Background: an optimization exercise with open tools, aiming at small area, a short achievable clock period and few clock cycles. Do not read the settings as production practice.
RTL that was checked went through simulation tests only; none was proved equivalent to the original.
No activity file was given, so power comes from the tool's default toggle rates.

Design LASER, start of the top module:
module LASER(CLK, RST, X, Y, C1X, C1Y, C2X, C2Y, DONE);
input CLK, RST;
input [3:0] X, Y;
output reg DONE;
output [3:0] C1X, C1Y, C2X, C2Y;
reg rq;
reg [3:0] xq;
reg [5:0] t;
reg [2:0] ph;
reg [15:0] m0;
reg [15:0] m2;
reg [15:0] m3;
reg [15:0] m4;
reg [15:0] m5;
reg [15:0] m6;
reg [15:0] m7;
reg [15:0] m8;
reg [15:0] m9;
reg [15:0] m10;
reg [15:0] m11;
reg [15:0] m12;
reg [15:0] m13;
reg [15:0] m14;
reg we, keep, upd, first2, upd1, clr;
reg [3:0] yo;    
reg [24:0] mk;   
wire [5:0] tn = rq ? 6'd0 : (t == 6'd59) ? 6'd0 : t + 6'd1;
wire [2:0] phn = rq ? 3'd0 : ph + 3'd1;
wire pn = (tn >= 6'd49);
wire [15:0] pdec = we ? (16'd1 << yo) : 16'd0;
always @(posedge CLK) begin
  rq <= RST;
  xq <= X;
  yo <= Y - {ph, 1'b0} - 4'd4;
  t <= tn;
  ph <= phn;
  we     <= ~RST & (tn >= 6'd1) & (tn <= 6'd40);
  keep   <= ~RST & (tn >= 6'd1) & (tn <= 6'd55);
  upd    <= ~RST & (tn >= 6'd43) & (tn <= 6'd58);
  upd1   <= (tn <= 6'd50);
  first2 <= (tn == 6'd51);
  clr    <= RST | (tn == 6'd0);
  mk[0] <= pn ? 8'b00000000 >> phn : 8'b00111111 >> phn;
  mk[1] <= pn ? 8'b00000001 >> phn : 8'b00111111 >> phn;
  mk[2] <= pn ? 8'b00001001 >> phn : 8'b00111111 >> phn;
  mk[3] <= pn ? 8'b00010100 >> phn : 8'b00111111 >> phn;
  mk[4] <= pn ? 8'b00100010 >> phn : 8'b00111111 >> phn;
  mk[5] <= pn ? 8'b00000000 >> phn : 8'b01111111 >> phn;
  mk[6] <= pn ? 8'b00000010 >> phn : 8'b01111111 >> phn;
  mk[7] <= pn ? 8'b00000011 >> phn : 8'b01111111 >> phn;
  mk[8] <= pn ? 8'b00000100 >> phn : 8'b01111111 >> phn;
  mk[9] <= pn ? 8'b00010011 >> phn : 8'b01111111 >> phn;
  mk[10] <= pn ? 8'b00010100 >> phn : 8'b01111111 >> phn;
  ...
For scale: about 1900 cells after synthesis, roughly 390 flip-flops, roughly 27 I/O pins, about 0.019 mm2 of cells after synthesis.
make LEC_CHECK=0 CAP_MARGIN=20 CORE_MARGIN=2 CORE_UTILIZATION=40 SETUP_SLACK_MARGIN=3.3 SLEW_MARGIN=20 finish   # period 6.0 ns
run.sh (not shown) runs the stock make flow with config.mk's settings and CLKGATE_MAP_FILE= SYNTH_SCRIPT=/design/flow/synth_recipe.tcl, a recipe that flattens the netlist after the stock synthesis.
Then changed:
--- a/flow/design.v
+++ b/flow/design.v
@@ -185,40 +185,32 @@
   sc[1] <= {1'd0, qa1} + {1'd0, qb1} + {4'd0, c00} + {4'd0, c04};
   sc[2] <= {1'd0, qa2} + {1'd0, qb2} + {2'd0, c0s} + {4'd0, c04};
   sc[3] <= {1'd0, qa3} + {1'd0, qb3} + {2'd0, c0s} + {4'd0, c04};
   sc[4] <= {1'd0, qa4} + {1'd0, qb4} + {2'd0, c0s} + {4'd0, c04};
   sc[5] <= {1'd0, qa5} + {1'd0, qb5} + {4'd0, c00} + {4'd0, c04};
   sc[6] <= {1'd0, qa6} + {1'd0, qb6} + {2'd0, c0s};
 end
 reg [4:0] bs;
 reg [2:0] bx, br, b1x, b1r;
 wire [4:0] bse = first2 ? 5'd0 : bs;
 wire [2:0] bre = first2 ? 3'd0 : br;
 wire early = row2 < bre;
-function gt5(input [4:0] a, input [4:0] b);
-  reg [4:0] e;
-  begin
-    e = a ~^ b;
-    gt5 = (a[4] & ~b[4]) | (e[4] & a[3] & ~b[3]) | (e[4] & e[3] & a[2] & ~b[2]) |
-          (e[4] & e[3] & e[2] & a[1] & ~b[1]) | (e[4] & e[3] & e[2] & e[1] & a[0] & ~b[0]);
-  end
-endfunction
 reg [6:0] win;
 integer i, j;
 always @(*) begin
   for (i = 0; i < 7; i = i + 1) begin
-    win[i] = early ? ~gt5(bse, sc[i]) : gt5(sc[i], bse);
+    win[i] = early ? (sc[i] >= bse) : (sc[i] > bse);
     for (j = 0; j < 7; j = j + 1)
-      if (j < i) win[i] = win[i] & gt5(sc[i], sc[j]);
-      else if (j > i) win[i] = win[i] & ~gt5(sc[j], sc[i]);
+      if (j < i) win[i] = win[i] & (sc[i] > sc[j]);
+      else if (j > i) win[i] = win[i] & (sc[i] >= sc[j]);
   end
 end
 reg [4:0] ws;
 always @(*) begin
   ws = 5'd0;
   for (i = 0; i < 7; i = i + 1) ws = ws | (win[i] ? sc[i] : 5'd0);
 end
 wire [2:0] wx = {win[3] | win[4] | win[5] | win[6], win[1] | win[2] | win[5] | win[6],
                  win[0] | win[2] | win[4] | win[6]};
 wire any = |win;
 always @(posedge CLK) begin
   if (clr) begin
Result:
- area after synthesis came out lower by 0.39%
- combinational power came out lower by 14%
- first-iteration DRC count came out lower by 7.1%
- power came out lower by 1.9%
- critical path depth came out lower by 4
- cell area came out higher by 0.42%
No run of this note included a check of the RTL's function; only the layout flow was run.

* * *

== the reference run ==
LASER, a different RTL version from the one above (not shown whole).
Size in the first run: ~1400 cells after synthesis, about 370 flip-flops, roughly 27 I/O pins.
clock: 6.0 ns
lec_check: 0
cap_margin: 20
core_margin: 2
core_utilization: 40
slew_margin: 20
Input changes introduced in the trial run (baseline for comparison: the reference run):
-- flow/design.v --
<<< the reference run, line 5
output [3:0] C1X, C1Y, C2X, C2Y;
reg rq;
reg [3:0] xq;
reg [5:0] t;
reg [2:0] ph;
>>> the trial run, line 5
output [3:0] C1X, C1Y, C2X, C2Y;
reg rq;
reg [3:0] xq, yq;
reg [5:0] t;
reg [2:0] ph;
<<< the reference run, line 22
reg [15:0] m13;
reg [15:0] m14;
reg we, keep, pass2, upd, upd2, clr;
reg [3:0] yo;    
wire [5:0] tn = rq ? 6'd0 : (t == 6'd60) ? 6'd0 : t + 6'd1;
wire [15:0] pdec = we ? (16'd1 << yo) : 16'd0;
always @(posedge CLK) begin
  rq <= RST;
  xq <= X;
  yo <= Y - {ph, 1'b0} - 4'd4;
  t <= tn;
  ph <= rq ? 3'd0 : ph + 3'd1;
  we    <= ~RST & (tn >= 6'd1) & (tn <= 6'd40);
  keep  <= ~RST & (tn >= 6'd1) & (tn <= 6'd55);
  pass2 <= (tn >= 6'd49);
  upd   <= ~RST & (tn >= 6'd44) & (tn <= 6'd59);
  upd2  <= (tn >= 6'd52);
  clr   <= RST | (tn == 6'd0);
end
always @(posedge CLK) m0 <= (keep ? {m0[1:0], m0[15:2]} : 16'd0) | ((xq == 4'd0) ? pdec : 16'd0);
>>> the trial run, line 22
reg [15:0] m13;
reg [15:0] m14;
wire we    = ~rq & (t >= 6'd1) & (t <= 6'd40);
wire keep  = ~rq & (t >= 6'd1) & (t <= 6'd55);
wire pass2 = (t >= 6'd49);
wire [3:0] prow = yq - {ph, 1'b0} - 4'd2;
wire [15:0] pdec = we ? (16'd1 << prow) : 16'd0;
always @(posedge CLK) begin
  rq <= RST;
  xq <= X;
  yq <= Y;
  if (rq) begin t <= 6'd0; ph <= 3'd0; end
  else begin t <= (t == 6'd60) ? 6'd0 : t + 6'd1; ph <= ph + 3'd1; end
end
always @(posedge CLK) m0 <= (keep ? {m0[1:0], m0[15:2]} : 16'd0) | ((xq == 4'd0) ? pdec : 16'd0);
<<< the reference run, line 266
reg [4:0] b1s, b2s;
reg [2:0] b1x, b1r, b2x, b2r;
wire [4:0] bs = upd2 ? b2s : b1s;
wire [2:0] br = upd2 ? b2r : b1r;
wire win = (rs > bs) | ((rs == bs) & (rr < br));
always @(posedge CLK) begin
  if (clr) begin
    b1s <= 5'd0; b1x <= 3'd0; b1r <= 3'd0;
    b2s <= 5'd0; b2x <= 3'd0; b2r <= 3'd0;
>>> the trial run, line 261
reg [4:0] b1s, b2s;
reg [2:0] b1x, b1r, b2x, b2r;
wire upd  = ~rq & (t >= 6'd44) & (t <= 6'd59);
wire upd2 = (t >= 6'd52);
wire [4:0] bs = upd2 ? b2s : b1s;
wire [2:0] br = upd2 ? b2r : b1r;
wire win = (rs > bs) | ((rs == bs) & (rr < br));
always @(posedge CLK) begin
  if (rq | (t == 6'd0)) begin
    b1s <= 5'd0; b1x <= 3'd0; b1r <= 3'd0;
    b2s <= 5'd0; b2x <= 3'd0; b2r <= 3'd0;
The trial run against the reference run: number of optimization iterations in the first detailed-route pass down 1; number of clock buffers in the layout rose 1. Compared with the reference run, in the trial run area after synthesis did not really move; logic gate share of total power went up; detailed placer's ending HPWL went down; utilization went down; number of instances in the synthesized netlist went down. met2 layer usage reported by global route down 0.26 points in the trial run wrt the reference run. Via count shrinks slightly when moving from the reference run to the trial run. Re final non-filler cell area: the trial run is 1.6% down on the reference run. Wire length after detailed routing down about 1.6% in the trial run wrt the reference run.
Function was not checked in any run of this note: the RTL went through the layout flow alone.

* * *

LASER, a different RTL version from the one above (not shown whole).
For scale: ~1800 cells after synthesis, about 350 flip-flops.
Settings: LEC_CHECK=0, ABC_AREA=1, CAP_MARGIN=20, CORE_MARGIN=2, CORE_UTILIZATION=40, CTS_BUF_LIST=sky130_fd_sc_hd__clkbuf_4 sky130_fd_sc_hd__clkbuf_8, SETUP_SLACK_MARGIN=3.6, SLEW_MARGIN=20; clock period 6.0 ns.
Testbench counts at the start, summed over its fixed seeds: cycles 15,608.
==> next run, changes <==
--- a/flow/design.v
+++ b/flow/design.v
@@ -192,49 +192,31 @@
   begin
     e = a ~^ b;
     gt5 = (a[4] & ~b[4]) | (e[4] & a[3] & ~b[3]) | (e[4] & e[3] & a[2] & ~b[2]) |
           (e[4] & e[3] & e[2] & a[1] & ~b[1]) | (e[4] & e[3] & e[2] & e[1] & a[0] & ~b[0]);
   end
 endfunction
-wire c0_1 = gt5(sc[1], sc[0]);   
-wire c0_2 = gt5(sc[2], sc[0]);   
-wire c0_3 = gt5(sc[3], sc[0]);   
-wire c0_4 = gt5(sc[4], sc[0]);   
-wire c0_5 = gt5(sc[5], sc[0]);   
-wire c0_6 = gt5(sc[6], sc[0]);   
-wire c1_2 = gt5(sc[2], sc[1]);   
-wire c1_3 = gt5(sc[3], sc[1]);   
-wire c1_4 = gt5(sc[4], sc[1]);   
-wire c1_5 = gt5(sc[5], sc[1]);   
-wire c1_6 = gt5(sc[6], sc[1]);   
-wire c2_3 = gt5(sc[3], sc[2]);   
-wire c2_4 = gt5(sc[4], sc[2]);   
-wire c2_5 = gt5(sc[5], sc[2]);   
-wire c2_6 = gt5(sc[6], sc[2]);   
-wire c3_4 = gt5(sc[4], sc[3]);   
-wire c3_5 = gt5(sc[5], sc[3]);   
-wire c3_6 = gt5(sc[6], sc[3]);   
-wire c4_5 = gt5(sc[5], sc[4]);   
-wire c4_6 = gt5(sc[6], sc[4]);   
-wire c5_6 = gt5(sc[6], sc[5]);   
-wire win0 = ~c0_1 & ~c0_2 & ~c0_3 & ~c0_4 & ~c0_5 & ~c0_6;
-wire win1 = c0_1 & ~c1_2 & ~c1_3 & ~c1_4 & ~c1_5 & ~c1_6;
-wire win2 = c0_2 & c1_2 & ~c2_3 & ~c2_4 & ~c2_5 & ~c2_6;
-wire win3 = c0_3 & c1_3 & c2_3 & ~c3_4 & ~c3_5 & ~c3_6;
-wire win4 = c0_4 & c1_4 & c2_4 & c3_4 & ~c4_5 & ~c4_6;
-wire win5 = c0_5 & c1_5 & c2_5 & c3_5 & c4_5 & ~c5_6;
-wire win6 = c0_6 & c1_6 & c2_6 & c3_6 & c4_6 & c5_6;
-reg [4:0] rs;
-reg [2:0] rx;
-always @(posedge CLK) begin
-  rs <= ({5{win0}} & sc[0]) | ({5{win1}} & sc[1]) | ({5{win2}} & sc[2]) | ({5{win3}} & sc[3]) | ({5{win4}} & sc[4]) | ({5{win5}} & sc[5]) | ({5{win6}} & sc[6]);
-  rx <= {win3 | win4 | win5 | win6, win1 | win2 | win5 | win6, win0 | win2 | win4 | win6};
+wire g01 = gt5(sc[1], sc[0]), g23 = gt5(sc[3], sc[2]), g45 = gt5(sc[5], sc[4]);
+wire [4:0] s01 = g01 ? sc[1] : sc[0];
+wire [4:0] s23 = g23 ? sc[3] : sc[2];
+wire [4:0] s45 = g45 ? sc[5] : sc[4];
+wire ga = gt5(s23, s01), gb = gt5(sc[6], s45);
+reg [4:0] as, bs6;
+reg [2:0] ax, bx6;
+always @(posedge CLK) begin
+  as <= ga ? s23 : s01;
+  ax <= ga ? (g23 ? 3'd4 : 3'd3) : (g01 ? 3'd2 : 3'd1);
+  bs6 <= gb ? sc[6] : s45;
+  bx6 <= gb ? 3'd7 : (g45 ? 3'd6 : 3'd5);
 end
 reg [4:0] bs;
 reg [2:0] bx, br, b1x, b1r;
-wire rwin = gt5(rs, bs);
+wire gab = gt5(bs6, as);
+wire rwin = gab ? gt5(bs6, bs) : gt5(as, bs);
+wire [4:0] rs = gab ? bs6 : as;
+wire [2:0] rx = gab ? bx6 : ax;
 wire [2:0] row3 = ph - 3'd3;    
 always @(posedge CLK) begin
   if (clr) begin
     bs <= 5'd0; bx <= 3'd0; br <= 3'd0; b1x <= 3'd0; b1r <= 3'd0;
   end else if (last1) begin
     b1x <= rwin ? rx : bx; b1r <= rwin ? row3 : br;
- global-route usage drops by 2.1 points
- power went up by a little under a tenth
- via count came out lower by roughly a tenth
- setup slack loses 0.0072 ns
- design area shrinks by a few percent
- core utilization went up by 0.40 points
- die area falls by a few percent
- fmax went down slightly
Testbench counts after the change, summed over its fixed seeds: cycles 15,608.

-- port drivers added, routing unchanged --
The flow's constraints put no driver on any port. The routed layouts listed below were extracted and timed again, unchanged, in two steps. Step 1 (the two cells are an assumption about what drives the block):
set clk [get_ports {CLK}]
set_driving_cell -lib_cell sky130_fd_sc_hd__clkbuf_16 $clk
set_driving_cell -lib_cell sky130_fd_sc_hd__buf_2 [delete_from_list [all_inputs] $clk]
Step 2 also shifts input and output timing later by t, the mid clock arrival at the registers, as if the neighbouring blocks saw the same clock. Three values: ideal ports, drivers, drivers and shift; two values: the first two.
| run | shift t [ns] | slack for setup (ns) | worst data-port slew with drivers (ns) |
|---|---|---|---|
| the first run of note 1 | 0.605 | 2.893 / 2.893 / 2.893 | 0.04 |
| the second run of note 1 | 0.603 | 2.805 / 2.805 / 2.805 | 0.03 |
| the reference run | 0.586 | 1.838 / 1.838 / 1.838 | 0.03 |
| the trial run | 0.570 | 1.942 / 1.942 / 1.942 | 0.03 |
| the first run of note 3 | 0.641 | 3.632 / 3.608 / 3.096 | 0.03 |
| the second run of note 3 | 0.641 | 3.625 / 3.605 / 3.156 | 0.04 |
After both steps every run listed still meets setup and hold. The setup slack of the first run of note 3, which loses most, moves by -0.024 ns with the drivers and by -0.536 ns with both steps.
